This is an optimization exercise on Yosys and OpenROAD, whose aim is small area, not a production implementation. The RTL was checked by simulation tests, not by an equivalence proof against the original design. Power figures rest on the tool's default switching activity, not on a simulated workload.

// TopDesign
module TopDesign
    (
    input logic clk,
    input logic rst,
    input logic [15:0] swIns,
    input logic [4:0] debouncer,
    output logic [15:0] insLed,
    output logic [6:0] seg,
    output logic dp,
    output logic [3:0] an
    );
For scale: about 1200 cells after synthesis, roughly 330 flip-flops, about 0.014 sq mm of cells after synthesis.
==> flow/config.mk <==
export PLATFORM = sky130hd
export DESIGN_NAME = TopDesign
export DESIGN_NICKNAME = TopDesign
export VERILOG_FILES = /design/flow/design.v
export SDC_FILE = /design/flow/constraint.sdc
export NUM_CORES = 4
export LEC_CHECK = 0
export CAP_MARGIN = 20
export CORE_MARGIN = 2
export CORE_UTILIZATION = 65
export SLEW_MARGIN = 20
export SYNTH_HIERARCHICAL = 1
==> flow/constraint.sdc <==
create_clock -name core_clock -period 10.0 [get_ports {clk}]
set_input_delay 2.0000 -clock core_clock [delete_from_list [all_inputs] [get_ports {clk}]]
set_output_delay 2.0000 -clock core_clock [all_outputs]
set_load 0.01 [all_outputs]
standard.sh (not shown) runs the stock make flow with config.mk's settings and CLKGATE_MAP_FILE= SYNTH_SCRIPT=/design/flow/synth_recipe.tcl, a recipe that flattens the netlist after the stock synthesis.
==> flow/flow/run.sh <==
#!/bin/bash
# Layout flow: the standard flow (standard.sh) with these changes.
#  Synthesis: ORFS's synth.tcl with two edits, made here with sed:
#   - Yosys's extract_fa (half/full adder extraction) only runs on the
#     FullAdd module, so the rest of the logic is left to ABC;
#   - ABC uses flow/abc_area.script (area-oriented mapping) instead of
#     ORFS's speed script.
#   Everything else (synth_recipe.tcl's -nofsm -noshare, flatten and renames,
#   the register mapping) is unchanged, so the registers are the standard
#   synthesis's.
#  Placement: port buffers use the smallest buffer cell, buf_1.
#  CTS: clkbuf_16 leaf clusters of up to 28 sinks, no dummy loads.
set -euo pipefail
W=$PWD
sed -e 's|^  extract_fa {\*}\[dont_use_extract_fa_args\]$|  extract_fa {*}[dont_use_extract_fa_args] FullAdd|' \
    -e 's|^  log_cmd abc {\*}\$abc_args$|  lset abc_args 1 '"$W"'/flow/abc_area.script\n  log_cmd abc {*}$abc_args|' \
    "$FLOW_HOME/scripts/synth.tcl" > own_synth.tcl
grep -q 'extract_fa {\*}\[dont_use_extract_fa_args\] FullAdd' own_synth.tcl
grep -q 'flow/abc_area.script' own_synth.tcl
sed -e "s|^source \$::env(SCRIPTS_DIR)/synth.tcl$|source $W/own_synth.tcl|" synth_recipe.tcl > own_synth_recipe.tcl
grep -q own_synth.tcl own_synth_recipe.tcl
sed -e "s|SYNTH_SCRIPT=[^ ]*|SYNTH_SCRIPT=$W/own_synth_recipe.tcl|" standard.sh > own_standard.sh
grep -q own_synth_recipe.tcl own_standard.sh
bash own_standard.sh \
  "BUFFER_PORTS_ARGS=-buffer_cell sky130_fd_sc_hd__buf_1" \
  "CTS_ARGS=-sink_clustering_enable -repair_clock_nets -dont_use_dummy_load -sink_clustering_size 10 -sink_clustering_max_diameter 35 -buf_list sky130_fd_sc_hd__clkbuf_4" \
  finish > standard.log 2>&1
==> flow/flow/abc_area.script <==
&get -n
&st
&dch
&nf -R 1000
&st
&syn2
&dch
&nf -R 1000
&put
topo
stime -c
dnsize -c
The first run finished clean.
==> next run, changes <==
--- a/flow/flow/run.sh
+++ b/flow/flow/run.sh
@@ -10,5 +10,6 @@
 #   synthesis's.
 #  Placement: port buffers use the smallest buffer cell, buf_1.
-#  CTS: clkbuf_16 leaf clusters of up to 28 sinks, no dummy loads.
+#  CTS: clkbuf_4 clock buffers, leaf clusters of up to 10 sinks within
+#   35 um, no dummy loads.
 set -euo pipefail
 W=$PWD
- CORE_UTILIZATION: 65 -> 75
What happened: Clock skew went down by 28 ps. Clock-buffer cell count fell by 1. Design area does not change. Power goes up by 0.40%. Worst setup slack is better by 44 ps.
==> next run, changes <==
--- a/flow/flow/run.sh
+++ b/flow/flow/run.sh
@@ -10,6 +10,5 @@
 #   synthesis's.
 #  Placement: port buffers use the smallest buffer cell, buf_1.
-#  CTS: clkbuf_4 clock buffers, leaf clusters of up to 10 sinks within
-#   35 um, no dummy loads.
+#  CTS: clkbuf_16 leaf clusters of up to 28 sinks, no dummy loads.
 set -euo pipefail
 W=$PWD
@@ -25,4 +24,4 @@
 bash own_standard.sh \
   "BUFFER_PORTS_ARGS=-buffer_cell sky130_fd_sc_hd__buf_1" \
-  "CTS_ARGS=-sink_clustering_enable -repair_clock_nets -dont_use_dummy_load -sink_clustering_size 10 -sink_clustering_max_diameter 35 -buf_list sky130_fd_sc_hd__clkbuf_4" \
+  "CTS_ARGS=-sink_clustering_enable -repair_clock_nets -dont_use_dummy_load -sink_clustering_size 12 -sink_clustering_max_diameter 35 -buf_list sky130_fd_sc_hd__clkbuf_4" \
   finish > standard.log 2>&1
- CORE_UTILIZATION: 75 -> 65
Result:
- utilization shrinks by 11 points
- non-clock buffer count shrinks by 2
- global-route usage shrinks by 7.3 points
- cell count grows by 1.2%
- first-iteration DRC count is about the same
- count of clock-buffer cells in the layout stays the same
- worst setup slack degrades by 93 ps
- critical path depth stays the same
- total power shrinks by 0.56%
- synthesized area stays the same
==> next run, changes <==
--- a/flow/flow/run.sh
+++ b/flow/flow/run.sh
@@ -10,5 +10,6 @@
 #   synthesis's.
 #  Placement: port buffers use the smallest buffer cell, buf_1.
-#  CTS: clkbuf_16 leaf clusters of up to 28 sinks, no dummy loads.
+#  CTS: clkbuf_4 clock buffers, leaf clusters of up to 10 sinks within
+#   35 um, no dummy loads.
 set -euo pipefail
 W=$PWD
@@ -24,4 +25,4 @@
 bash own_standard.sh \
   "BUFFER_PORTS_ARGS=-buffer_cell sky130_fd_sc_hd__buf_1" \
-  "CTS_ARGS=-sink_clustering_enable -repair_clock_nets -dont_use_dummy_load -sink_clustering_size 12 -sink_clustering_max_diameter 35 -buf_list sky130_fd_sc_hd__clkbuf_4" \
+  "CTS_ARGS=-sink_clustering_enable -repair_clock_nets -sink_clustering_size 10 -sink_clustering_max_diameter 35 -buf_list sky130_fd_sc_hd__clkbuf_4 -dont_use_dummy_load" \
   finish > standard.log 2>&1
Effect:
- The new run completed without violations
- hold slack got worse by 25 ps
- die area stays the same
- maximum frequency is higher by 0.78%
- combinational power stays flat
- wire length goes down by about 0.6%
- final area is about the same
- setup slack improves by 49 ps
- cell count is unchanged

TopDesign again, from the RTL that the note above started with.
// TopDesign
module TopDesign
    (
    input logic clk,
    input logic rst,
    input logic [15:0] swIns,
    input logic [4:0] debouncer,
    output logic [15:0] insLed,
    output logic [6:0] seg,
    output logic dp,
    output logic [3:0] an
    );
    logic up, centre, left, right, down;
    Debouncer upButton    (clk, rst, debouncer[1], up);
    Debouncer centerButton(clk, rst, debouncer[0], centre);
    Debouncer rightButton (clk, rst, debouncer[3], right);
    Debouncer leftButton  (clk, rst, debouncer[2], left);
    Debouncer downButton  (clk, rst, debouncer[4], down);
    logic [4:0] pc;
    logic [3:0] memoryAddress;
    logic [15:0] ir;        
    logic irValid;          
    logic [2:0] op;
    logic clr, run, isStore, isLoad, isAdd, isBranch, stop;
    assign op = ir[15:13];
    assign clr = rst | up;
    assign run = irValid;
    assign isStore  = run & (op == 3'b000);
    assign isLoad   = run & (op == 3'b001);
    assign isAdd    = run & (op == 3'b010);
    assign isBranch = run & (op == 3'b101);
    assign stop     = run & (op == 3'b111);
    logic [7:0] regAN, regBN, memPN, memDN, regA, regB, memP, memD;
    assign regA = ~regAN;
    assign regB = ~regBN;
    assign memP = ~memPN;
    assign memD = ~memDN;
    logic [3:0] wAddr;
    logic [7:0] sum, sumN;
    ALU alu(regAN, regBN, sumN);
    assign sum = ~sumN;
    logic [7:0] wData;
    assign wAddr = (ir[12] | op[1]) ? ir[11:8] : ir[7:4];
    always_comb
        if (op[1])
            wData = sum;
        else if (ir[12])
            wData = ir[7:0];
        else if (op[0])
            wData = memP;
        else
            wData = regA;
    logic [127:0] regQ, memQ;
    logic [15:0] selA, selB, selD;
    logic [15:0] deR, deM;
    logic [7:0] dIn;
    assign dIn = wData & {8{~clr}};
    WriteDecode writeDecode(wAddr, isLoad | isAdd, isStore, clr, deR, deM);
    RegisterFile registerFile(clk, deR, dIn, regQ);
    RegisterFile memory(clk, deM, dIn, memQ);
  ...
==> flow/config.mk <==
export PLATFORM = sky130hd
export DESIGN_NAME = TopDesign
export DESIGN_NICKNAME = TopDesign
export VERILOG_FILES = /design/flow/design.v
export SDC_FILE = /design/flow/constraint.sdc
export NUM_CORES = 4
export LEC_CHECK = 0
export CAP_MARGIN = 20
export CORE_MARGIN = 2
export CORE_UTILIZATION = 65
export SLEW_MARGIN = 20
export SYNTH_HIERARCHICAL = 1
==> flow/constraint.sdc <==
create_clock -name core_clock -period 10.0 [get_ports {clk}]
set_input_delay 2.0000 -clock core_clock [delete_from_list [all_inputs] [get_ports {clk}]]
set_output_delay 2.0000 -clock core_clock [all_outputs]
set_load 0.01 [all_outputs]
==> flow/flow/run.sh <==
#!/bin/bash
# Layout flow: the standard flow (standard.sh) with these changes.
#  Synthesis: ORFS's synth.tcl with two edits, made here with sed:
#   - Yosys's extract_fa (half/full adder extraction) only runs on the
#     FullAdd module, so the rest of the logic is left to ABC;
#   - ABC uses flow/abc_area.script (area-oriented mapping) instead of
#     ORFS's speed script.
#   Everything else (synth_recipe.tcl's -nofsm -noshare, flatten and renames,
#   the register mapping) is unchanged, so the registers are the standard
#   synthesis's.
#  Placement: port buffers use the smallest buffer cell, buf_1.
#  CTS: clkbuf_4 clock buffers, leaf clusters of up to 10 sinks within
#   35 um, no dummy loads.
set -euo pipefail
W=$PWD
sed -e 's|^  extract_fa {\*}\[dont_use_extract_fa_args\]$|  extract_fa {*}[dont_use_extract_fa_args] FullAdd|' \
    -e 's|^  log_cmd abc {\*}\$abc_args$|  lset abc_args 1 '"$W"'/flow/abc_area.script\n  log_cmd abc {*}$abc_args|' \
    "$FLOW_HOME/scripts/synth.tcl" > own_synth.tcl
grep -q 'extract_fa {\*}\[dont_use_extract_fa_args\] FullAdd' own_synth.tcl
grep -q 'flow/abc_area.script' own_synth.tcl
sed -e "s|^source \$::env(SCRIPTS_DIR)/synth.tcl$|source $W/own_synth.tcl|" synth_recipe.tcl > own_synth_recipe.tcl
grep -q own_synth.tcl own_synth_recipe.tcl
sed -e "s|SYNTH_SCRIPT=[^ ]*|SYNTH_SCRIPT=$W/own_synth_recipe.tcl|" standard.sh > own_standard.sh
grep -q own_synth_recipe.tcl own_standard.sh
bash own_standard.sh \
  "BUFFER_PORTS_ARGS=-buffer_cell sky130_fd_sc_hd__buf_1" \
  "CTS_ARGS=-sink_clustering_enable -repair_clock_nets -dont_use_dummy_load -sink_clustering_size 9 -sink_clustering_max_diameter 60 -buf_list sky130_fd_sc_hd__clkbuf_4" \
  finish > standard.log 2>&1
Scripts as last shown in full above: flow/flow/abc_area.script
The first run passed the timing, design-rule and antenna checks.
Rerun with:
--- a/flow/flow/run.sh
+++ b/flow/flow/run.sh
@@ -26,3 +26,3 @@
   "BUFFER_PORTS_ARGS=-buffer_cell sky130_fd_sc_hd__buf_1" \
-  "CTS_ARGS=-sink_clustering_enable -repair_clock_nets -dont_use_dummy_load -sink_clustering_size 9 -sink_clustering_max_diameter 60 -buf_list sky130_fd_sc_hd__clkbuf_4" \
+  "CTS_ARGS=-sink_clustering_enable -repair_clock_nets -dont_use_dummy_load -sink_clustering_size 12 -sink_clustering_max_diameter 30 -buf_list sky130_fd_sc_hd__clkbuf_4" \
   finish > standard.log 2>&1
- CORE_UTILIZATION: 65 -> 80
The changed run went through all stages and came out clean.
Clock-buffer cell count grows by 2.
Power goes up slightly.
Cell count decreases by a few percent.
Fmax goes down by a few percent.
Rerun with:
--- a/flow/flow/run.sh
+++ b/flow/flow/run.sh
@@ -11,4 +11,3 @@
 #  Placement: port buffers use the smallest buffer cell, buf_1.
-#  CTS: clkbuf_4 clock buffers, leaf clusters of up to 10 sinks within
-#   35 um, no dummy loads.
+#  CTS: clkbuf_16 leaf clusters of up to 28 sinks, no dummy loads.
 set -euo pipefail
@@ -26,3 +25,3 @@
   "BUFFER_PORTS_ARGS=-buffer_cell sky130_fd_sc_hd__buf_1" \
-  "CTS_ARGS=-sink_clustering_enable -repair_clock_nets -dont_use_dummy_load -sink_clustering_size 12 -sink_clustering_max_diameter 30 -buf_list sky130_fd_sc_hd__clkbuf_4" \
+  "CTS_ARGS=-sink_clustering_enable -repair_clock_nets -dont_use_dummy_load -buf_list sky130_fd_sc_hd__clkbuf_8" \
   finish > standard.log 2>&1
- CORE_UTILIZATION: 80 -> 65
The changed run finished clean. Setup slack is better by 170 ps. Power went up by 9.6%. Area after synthesis is unchanged. Sequential power is about the same. Final area went up by 2.7%. Die area went up by 22%. Non-clock buffer count does not change. Maximum frequency went up by about 2.8%.
Rerun with:
--- a/flow/flow/run.sh
+++ b/flow/flow/run.sh
@@ -11,3 +11,4 @@
 #  Placement: port buffers use the smallest buffer cell, buf_1.
-#  CTS: clkbuf_16 leaf clusters of up to 28 sinks, no dummy loads.
+#  CTS: clkbuf_4 clock buffers, leaf clusters of up to 10 sinks within
+#   35 um, no dummy loads.
 set -euo pipefail
@@ -25,3 +26,3 @@
   "BUFFER_PORTS_ARGS=-buffer_cell sky130_fd_sc_hd__buf_1" \
-  "CTS_ARGS=-sink_clustering_enable -repair_clock_nets -dont_use_dummy_load -buf_list sky130_fd_sc_hd__clkbuf_8" \
+  "CTS_ARGS=-sink_clustering_enable -repair_clock_nets -sink_clustering_size 10 -sink_clustering_max_diameter 35 -buf_list sky130_fd_sc_hd__clkbuf_4 -dont_use_dummy_load" \
   finish > standard.log 2>&1
- GPL_ROUTABILITY_DRIVEN: not set -> 0
- GPL_TIMING_DRIVEN: not set -> 0
=>
- The changed run finished clean
- synthesized area is unchanged
- synthesized cell count does not change
- core utilization shrinks by 0.74 points
- cell count is about the same
- critical path depth grows by 1
- routed wire length shrinks by about 9%
- total power shrinks by 9.7%
- fmax shrinks by about 4%
- combinational power grows by about 3%
- sequential share of layout area grows by 0.61 points
- final area shrinks by 1.0%

-- static timing again, ports no longer ideal --
The results above use ideal ports. As a check the final layouts listed here were re-extracted and re-timed, cells and wires unchanged. Step 1: set_driving_cell puts a clkbuf_16 on clk and a buf_2 on each other input, an assumption about the parent block. Step 2 adds t to the input delays and takes it off the output delays; t is the mean of the earliest and latest rising clock arrival at the registers after step 1. Input paths then give back, and output paths get back, about the clock's delay inside the block. Three values: ideal, step 1, step 2; two values: the first two.
run	t, ns	setup WS [ns]	worst data-port slew with drivers (ns)	pins driven straight from the clock port
the first run of note 1	0.678	3.724 / 3.724 / 3.724	0.04	1
the second run of note 1	0.681	3.767 / 3.730 / 3.767	0.03	1
the third run of note 1	0.667	3.674 / 3.674 / 3.674	0.04	1
the fourth run of note 1	0.678	3.724 / 3.724 / 3.724	0.04	1
the first run of note 2	0.688	3.799 / 3.799 / 3.799	0.04	1
the second run of note 2	0.676	3.592 / 3.553 / 3.611	0.04	1
the third run of note 2	0.593	3.764 / 3.764 / 3.764	0.04	1
the fourth run of note 2	0.684	3.519 / 3.519 / 3.519	0.03	1
After both steps setup and hold are still met in every run listed.
